Source: an optimization exercise on an open RTL-to-GDS flow (aim: small area). Production flows keep margins and buffers that such runs may drop. In this exercise RTL edits were held to simulation tests only and were not proved equivalent to the original. Power figures rest on the tool's default switching activity, not on a simulated workload.

## config.mk

```make
export PLATFORM = sky130hd
export DESIGN_NAME = synchro
export DESIGN_NICKNAME = synchro
export VERILOG_FILES = /design/flow/design.v
export SDC_FILE = /design/flow/constraint.sdc
export NUM_CORES = 4
export LEC_CHECK = 0
export CAP_MARGIN = 20
export CORE_MARGIN = 2
export CORE_UTILIZATION = 40
export SLEW_MARGIN = 20
```

## constraint.sdc

```tcl
create_clock -name core_clock -period 10.0 [get_ports {i_clk}]
set_input_delay 2.0000 -clock core_clock [delete_from_list [all_inputs] [get_ports {i_clk}]]
set_output_delay 2.0000 -clock core_clock [all_outputs]
set_load 0.01 [all_outputs]
```

## design.v

```verilog
module binary2deg(
	input i_clk,
	input i_rst,
	input i_start,
	input[63:0] i_decimal,
	input[3:0] i_frccnt,
	output[13:0] o_deg,
	output o_finished
	);
enum {IDLE,D2B1,D2B2,SHIFT,B2D,END} state_w,state_r;
logic[13:0] deg_w,deg_r;
logic[21:0] devider_w,devider_r;
logic[34:0] tmp_w,tmp_r;
logic[63:0] decimal_w,decimal_r;
logic[21:0] binary_w,binary_r;
logic[3:0] cnt_w,cnt_r;
logic[3:0] frccnt_w,frccnt_r;
logic finished;
assign o_finished = finished;
assign o_deg = deg_r;
always@(*) begin
	deg_w = deg_r;
	devider_w = devider_r;
	tmp_w = tmp_r;
	decimal_w = decimal_r;
	binary_w = binary_r;
	cnt_w = cnt_r;
	frccnt_w = frccnt_r;
	state_w = state_r;
	finished = 0;
	case(state_r)
		IDLE: begin
			if(i_start) begin
				state_w = D2B1;
				decimal_w = i_decimal;
				frccnt_w = i_frccnt;
				tmp_w = 0;
			end
			else begin
				state_w = state_r;
				decimal_w = 0;
			end
			binary_w = 0;
			devider_w = 22'b101101000000000000000;
			finished = 0;
		end
		D2B1: begin
			if(decimal_r[3:0] < 10) begin
				tmp_w = (tmp_r >> 4)+(tmp_r >> 5)+(tmp_r >> 8)+(tmp_r >> 9)+(tmp_r >> 12)+(tmp_r >> 13)+{18'd0,decimal_r[3:0],13'd0};
				state_w = state_r;
			end
			else begin
				tmp_w = tmp_r;
				state_w = D2B2;
			end
			decimal_w = decimal_r >> 4;
		end
		D2B2: begin
			if(cnt_r == (frccnt_r - 1)) begin
				state_w = SHIFT;
				cnt_w = 0;
			end
			else begin
				state_w = state_r;
				cnt_w = cnt_r + 1;
			end
			tmp_w = (tmp_r >> 4)+(tmp_r >> 5)+(tmp_r >> 8)+(tmp_r >> 9)+(tmp_r >> 12)+(tmp_r >> 13)+{18'd0,decimal_r[3:0],13'd0};
			decimal_w = decimal_r >> 4;
		end
		SHIFT: begin
			tmp_w = (tmp_r << 3) + (tmp_r << 1);
			if(cnt_r == (frccnt_r - 2)) begin
				state_w = B2D;
				binary_w = tmp_w[21:0];
				cnt_w = 0;
			end
			else begin
				state_w = state_r;
				cnt_w = cnt_r + 1;
			end
		end
		B2D: begin
			if(cnt_r == 13) begin
				state_w = END;
				cnt_w = 0;
			end
			else begin
				state_w = state_r;
				cnt_w = cnt_r + 1;
			end
			if(binary_r < devider_r) begin
				deg_w = {deg_r[12:0],1'b0};
				binary_w = binary_r;
			end
			else begin
				deg_w = {deg_r[12:0],1'b1};
				binary_w = binary_r - devider_r;
			end
			devider_w = devider_r >> 1;
			finished = 0;
		end
		END: begin
			finished = 1;
			state_w = IDLE;
		end
	endcase
end
always@(posedge i_clk or negedge i_rst) begin
	if(!i_rst) begin
		devider_r <= 22'b0101101000000000000000;
		binary_r <= 0;
		deg_r <= 0;
		cnt_r <= 0;
		state_r <= IDLE;
		decimal_r <= 64'd0;
		tmp_r <= 35'd0;
		frccnt_r <= 0;
	end
	else begin
		devider_r <= devider_w;
		binary_r <= binary_w;
		deg_r <= deg_w;
		cnt_r <= cnt_w;
		state_r <= state_w;
		decimal_r <= decimal_w;
		tmp_r <= tmp_w;
		frccnt_r <= frccnt_w;
	end
end
endmodule
module synchro(
	input i_clk,
	input i_rst,
	input i_write,
	input[7:0] i_char,
	output o_full,
	output o_check,
	output[14 - 1:0] o_deg
	);
integer i;
enum {IDLE,IDT,DATA,DEG,CHECK} state_w,state_r;
logic[7:0] cnt_w,cnt_r;
logic[7:0] char_w[7:0],char_r[7:0];
logic[2:0] r_w,r_r,w_w,w_r;
logic[7:0] char;
logic[7:0] check_w,check_r;
logic[7:0] checksum_w,checksum_r,tmp;
logic check;
logic[23:0] SI_w,SI_r;
logic[3:0] pos;
enum {INT,FRC} dstate_w,dstate_r;
logic[63:0] decimal_w,decimal_r;
logic[13:0] deg,deg_w,deg_r;
logic[3:0] frccnt_w,frccnt_r;
logic finished;
binary2deg xbinary2deg(.i_clk(i_clk),.i_rst(i_rst),.i_start(check && (pos == 1)),.i_decimal(decimal_r),.i_frccnt(frccnt_r),.o_deg(deg),.o_finished(finished));
assign o_full = ((w_r + 1) == r_r)? 1 : 0;
assign o_check = check;
assign o_deg = deg_r;
always@(*) begin
	for(i = 0; i < 8; i = i + 1) begin
		char_w[i] = char_r[i];
	end
	if(i_write) begin
		w_w = w_r + 1;
		char_w[w_r] = i_char;
	end
	else begin
		w_w = w_r;
	end
	if(w_r != r_r) begin
		char = char_r[r_r];
		r_w = r_r + 1;
	end
	else begin
		char = 0;
		r_w = r_r;
	end
end
always@(*) begin
	pos = 0;
	case(SI_r)
		{"H","D","G"} : begin
			pos = 1;
		end
		{"H","D","T"} : begin
			pos = 1;
		end
	endcase
end
always@(*) begin
	if(finished)
		deg_w = deg;
	else
		deg_w = deg_r;
end
always@(*) begin
	check = 0;
	checksum_w = checksum_r;
	SI_w = SI_r;
	decimal_w = decimal_r;
	tmp = 0;
	frccnt_w = frccnt_r;
	state_w = state_r;
	dstate_w = dstate_r;
	cnt_w = cnt_r;
	check_w = check_r;
	if(w_r != r_r) begin
		case(state_r)
			IDLE: begin
				check_w = 0;
				decimal_w = 0;
				frccnt_w = 0;
				dstate_w = INT;
				if(char == "$") begin
					state_w = IDT;
				end
				else begin
					state_w = state_r;
				end
				cnt_w = 0;
			end
			IDT: begin
				if(cnt_r == 4) begin
					state_w = DATA;
					cnt_w = 0;
					SI_w = (SI_r << 8) + {16'd0,char};
				end
				else if(cnt_r > 1) begin
					state_w = state_r;
					cnt_w = cnt_r + 1;
					SI_w = (SI_r << 8) + {16'd0,char};
				end
				else begin
					state_w = state_r;
					SI_w = SI_r;
					cnt_w = cnt_r + 1;
				end
				check_w = check_r ^ char;
			end
			DATA: begin
				if(char == "*") begin
					state_w = CHECK;
					cnt_w = 0;
					check_w = check_r;
				end
				else if(char == ",") begin
					cnt_w = cnt_r + 1;
					check_w = check_r ^ char;
					if(cnt_r == (pos - 1)) begin
						state_w = DEG;
					end
					else begin
						state_w = state_r;
					end
				end
				else begin
					state_w = state_r;
					cnt_w = cnt_r;
					check_w = check_r ^ char;
				end
			end
			DEG: begin
				tmp = char - "0";
				if(char == ".") begin
					dstate_w = FRC;
					state_w = state_r;
					cnt_w = cnt_r;
					frccnt_w = frccnt_r;
					decimal_w = (decimal_r << 4) + {60'd0,tmp[3:0]};
				end
				else if(char == ",") begin
					dstate_w = INT;
					state_w = DATA;
					cnt_w = cnt_r;
					frccnt_w = frccnt_r;
					decimal_w = decimal_r;
				end
				else begin
					state_w = state_r;
					dstate_w = dstate_r;
					cnt_w = cnt_r;
					decimal_w = (decimal_r << 4) + {60'd0,tmp[3:0]};
					if(dstate_r == FRC) begin
						frccnt_w = frccnt_r;
					end
					else begin
						frccnt_w = frccnt_r + 1;
					end
				end
				check_w = check_r ^ char;
			end
			CHECK: begin
				if(char == 8'hd) begin
					state_w = IDLE;
					cnt_w = 0;
					if(check_r == checksum_r) begin
						check = 1;
					end
					else begin
						check = 0;
					end
				end
				else begin
					if((char > "/") && (char < ":")) begin
						tmp = char - "0";
						checksum_w = cnt_r == 0 ? {tmp[3:0],4'd0} : {checksum_r[7:4],tmp[3:0]};
					end
					else if((char > "@") && (char < "G")) begin
						tmp = char - "A" + 8'd10;
						checksum_w = cnt_r == 0 ? {tmp[3:0],4'd0} : {checksum_r[7:4],tmp[3:0]};
					end
					else begin
						checksum_w = checksum_r;
					end
					cnt_w = cnt_r + 1;
				end
			end
		endcase
	end
	else begin
		state_w = state_r;
		cnt_w = cnt_r;
		checksum_w = checksum_r;
		check_w = check_r;
	end
end
always@(posedge i_clk or negedge i_rst) begin
	if(!i_rst) begin
		state_r <= IDLE;
		dstate_r <= INT;
		cnt_r <= 0;
		deg_r <= 0;
		checksum_r <= 0;
		check_r <= 0;
		SI_r <= 0;
		r_r <= 0;
		w_r <= 0;
		decimal_r <= 0;
		frccnt_r <= 0;
		for(i = 0; i < 8; i = i + 1) begin
			char_r[i] <= 0;
		end
	end
	else begin
		state_r <= state_w;
		dstate_r <= dstate_w;
		cnt_r <= cnt_w;
		deg_r <= deg_w;
		checksum_r <= checksum_w;
		check_r <= check_w;
		SI_r <= SI_w;
		r_r <= r_w;
		w_r <= w_w;
		decimal_r <= decimal_w;
		frccnt_r <= frccnt_w;
		for(i = 0; i < 8; i = i + 1) begin
			char_r[i] <= char_w[i];
		end
	end
end
endmodule
```

## run.sh

```bash
#!/bin/bash
# synth_recipe.tcl (not shown) runs the flow's synth.tcl, then flattens the netlist and writes it again
# the make line also repeats each setting of config.mk as NAME=value (left out here)
make -C /OpenROAD-flow-scripts/flow DESIGN_CONFIG=/design/flow/config.mk WORK_HOME=/design/flow/orfs CLKGATE_MAP_FILE= SYNTH_SCRIPT=/design/flow/synth_recipe.tcl finish
```

==> results.toml <==
[outcome]
status = "timing/DRC/antenna clean"

[synth]
yosysWarnings = 4
synth_seq_cells = 371
post-synth-top-area-cell = "dfrtp_1"
synth.avg_cell_area_um2 = 9.14
ys_top_cells_by_area = "dfrtp_1, ha_1, nand2_1, fa_1, o21ai_0"
yosysUniqueCellTypes = 88
ys_seq_area_share_pct = 38.4
yosysMostFrequentCell = "nand2_1"
synth-edff-count = 0
syn_nets = 2888
synthFlopType = "dfrtp_1"
async_flop_share_pct = 100
syn_inst = 2648
synthTopCellsByCount = "nand2_1, dfrtp_1, inv_1"
synthesis.area_mm2 = 0.0242
synth_top_area_share_pct = 37.9

[sta]
clock.fmax_mhz = 143
min_period_ns = 7.01
fin_crit_sh_pct = 70.1
worst_pin_slew_ns = 1.05
relSlewSlack_pct = 29.7
drv_slew = 0
rsz0062_at_grt = "no"
setup_viol_count_final = 0
fin_tns_setup_ns = 0
skew_ns = 0.0304
hold_violations = 0

[global_route]
antenna_found_initial = 0
track_usage_pct = 18.8
gr-total-overflow = 0
grt_max_degree = 145
grt_first_pass_wirelength_mm = 97.9
grt_pass1_vias = 18800

[pwr]
sw_frac_of_total_pct = 35.3
pwr-share-comb_pct = 29.6
p_sw_w = 0.00169
p_per_area_mw_per_mm2 = 180
p_seq_share_pct = 38.0
internal-power_w = 0.00310
p_clk_share_pct = 32.4
leakagePower_nw = 12.5
vdd_ir_drop_max_mv = 0.231

[route]
via_count = 18900
wirelength_mm = 58.2
first_pass_iters = 6
ant_nets = 0
remaining_drc_errors = 0
drt_iter0_drc = 1373
wl_met3_mm = 2.15
wl_met2_mm = 26.7
vias_per_cell = 5.47
wl_met1_mm = 27.9
top_layer_used = "met4"
avgRoutedWirePerCell_um = 16.9

[worst_setup_path]
cp-end-kind = "flip-flop"
cpPeakStageDelay_ns = 0.50
cp_data_required_time_ns = 10.46
cp_max_fo = 7
slowest_stage = "fa_1"
crit_type = "flip-flop to flip-flop"
critPathArrivalTime_ns = 7.47
startpoint_type = "flip-flop"
cp_top_family = "compound AO/OA/AOI/OAI gates"
worst-path-buf-inv = 2

[final_layout]
stdcell_area_mm2 = 0.0266
final_cells = 3449
syn_to_final_growth_pct = 9.89
antenna_cells = 0
drive_gt1_share_pct = 7.91
nets = 2872
fillers = 5802

[place]
placed_cells = 3369
gp_congestion = 0.869
io_buffers = 26
place_hpwl_mm = 40.7
place_area_mm2 = 0.0252

[floorplan]
initial_core_util_pct = 40.3
die_w_um = 250
fp.dieH_um = 250
pin_count = 27
dieArea_mm2 = 0.0625
fp.coreArea_mm2 = 0.0601
placementRows = 90

[clock_network]
h-tree-depth = 2
cts_made_buffers = 43
ctsRootBufferMaster = "clkbuf_16"
clock_sinks = 371
ctsHoldBuffers = 0
clk_latency_ns = 0.59
post_cts_buffers = 0
clockBufferDepth = 3
clkSlewWorstSetupHoldPaths_ns = 0.06
cts_tree = "done"
post_cts_resize_count = 0

[worst_hold_path]
worstHoldPathType = "flip-flop to flip-flop"

[flow_run]
drv_cap = 0
## placed cells by master, fill, tap and decap left out, drive strengths merged, types with 28 or more instances in the layout
| cell | synthesis | final |
|---|---|---|
| nand2 | 448 | 448 |
| dfrtp | 367 | 367 |
| inv | 213 | 215 |
| o21ai | 211 | 211 |
| a21oi | 158 | 158 |
| nor2 | 153 | 153 |
| ha | 151 | 151 |
| mux2 | 85 | 85 |
| xnor2 | 78 | 78 |
| fa | 78 | 78 |
| a22oi | 73 | 73 |
| clkbuf | 70 | 68 |
| nand3 | 46 | 46 |
| xor2 | 44 | 44 |
| nor3 | 33 | 33 |
| a21o | 30 | 30 |
| nand2b | 30 | 30 |
| a211oi | 28 | 28 |
## sequential cells by signal, indices dropped and copies added (netlist names)
name / cells
xbinary2deg.binary_r: 22
state_r: 3
xbinary2deg.state_r: 3
xbinary2deg.decimal_r: 64
xbinary2deg.devider_r: 21
dstate_r: 1
xbinary2deg.deg_r: 14
w_r: 3
checksum_r: 8
xbinary2deg.frccnt_r: 4
r_r: 3
char_r: 64
cnt_r: 8
xbinary2deg.cnt_r: 4
check_r: 8
SI_r: 24
frccnt_r: 4
deg_r: 14
xbinary2deg.tmp_r: 35
decimal_r: 64
## kinds of logic after synthesis
family | count (synthesis) | synth area share [%]
adder cells (fa/ha/maj) | 229 | 14.3
multiplexers | 101 | 4.63
buffers and inverters | 319 | 5.28
AND/OR/NAND/NOR | 827 | 15.1
XOR/XNOR | 122 | 4.41
flip-flops | 371 | 38.4
AO/OA/AOI/OAI | 679 | 18.0
## power by group through the flow
| stage | Combinational (W) | Sequential [W] | Clock (W) |
|---|---|---|---|
| after floorplan | 0.00111 | 0.00180 | 0 |
| after global placement | 0.00138 | 0.00183 | 0 |
| after detailed placement | 0.00141 | 0.00185 | 0 |
| after CTS | 0.00142 | 0.00182 | 0.00160 |
| after global routing | 0.00156 | 0.00185 | 0.00166 |
| final | 0.00142 | 0.00182 | 0.00155 |
## metrics by stage
step / setup WS [ns] / utilization [%] / power (W) / hold WS [ns]
2_1_floorplan: 3.65 / - / 0.00291 / 0.438
3_3_place_gp: 3.15 / 41.9 / 0.00322 / 0.449
3_5_place_dp: 3.05 / 41.9 / 0.00325 / 0.456
4_1_cts: 3.02 / 44.2 / 0.00484 / 0.469
5_1_grt: 2.49 / 44.3 / 0.00506 / 0.483
6_report: 2.99 / 44.3 / 0.00479 / 0.467
## final cells by class
type                            count  area, um^2  share of cell area, %
Multi-Input combinational cell   1958       13700                   51.6
Sequential cell                   371        9290                   34.9
Clock buffer                       68        1280                   4.81
Tap cell                          782         978                   3.68
Inverter                          215         807                   3.03
Timing Repair Buffer               43         413                   1.55
Clock inverter                     12         121                  0.456
## worst reg2reg max path: cells and delay by family, from the launching register on
family                   cells  cell delay [ns]
buffers and inverters        2             0.11
XOR/XNOR                     2             0.21
AO/OA/AOI/OAI               11             2.39
flip-flops                   1             0.49
AND/OR/NAND/NOR              7             1.49
adder cells (fa/ha/maj)      5             2.20
## metal layers
| layer | track usage, % | up-vias |
|---|---|---|
| met5 | 0 | - |
| met4 | 5.53 | 0 |
| met3 | 2.50 | 86 |
| met2 | 30.2 | 340 |
| met1 | 26.5 | 9324 |
| li1 | - | 9131 |
## final timing paths
path | start | to | cells after the start | slack [ns]
worst max-delay path | xbinary2deg.tmp_r[14]$_DFFE_PN0P_ | xbinary2deg.tmp_r[30]$_DFFE_PN0P_ | 27 | 2.99
worst min-delay path | xbinary2deg.decimal_r[59]$_DFFE_PN0P_ | xbinary2deg.decimal_r[59]$_DFFE_PN0P_ | 2 | 0.47
worst max register to register | xbinary2deg.tmp_r[14]$_DFFE_PN0P_ | xbinary2deg.tmp_r[30]$_DFFE_PN0P_ | 27 | 2.99
worst min register to register | xbinary2deg.decimal_r[59]$_DFFE_PN0P_ | xbinary2deg.decimal_r[59]$_DFFE_PN0P_ | 2 | 0.47
max in group asynchronous | i_rst | SI_r[23]$_DFFE_PN0P_ | 2 | 7.21
min in group asynchronous | i_rst | decimal_r[40]$_DFFE_PN0P_ | 1 | 1.39

static timing again, ports no longer ideal:
The results above use ideal ports. As a check the final layout listed here was re-extracted and re-timed, cells and wires unchanged. Step 1: set_driving_cell puts a clkbuf_16 on i_clk and a buf_2 on each other input, an assumption about the parent block. Step 2 also shifts input and output timing later by t, the mid clock arrival at the registers, as if the neighbouring blocks saw the same clock. Slacks: no drivers / after step 1 / after step 2; pairs: no drivers / after step 1.
t (ns): 0.635
slack for setup (ns): 2.987 / 2.987 / 2.987
clock arrival spread, ns: 0.031 / 0.031
pins driven straight from the clock port: 1
After both steps this run still meets setup and hold. The setup slack of this run moves by 0.000 ns with the drivers and by 0.000 ns with both steps.
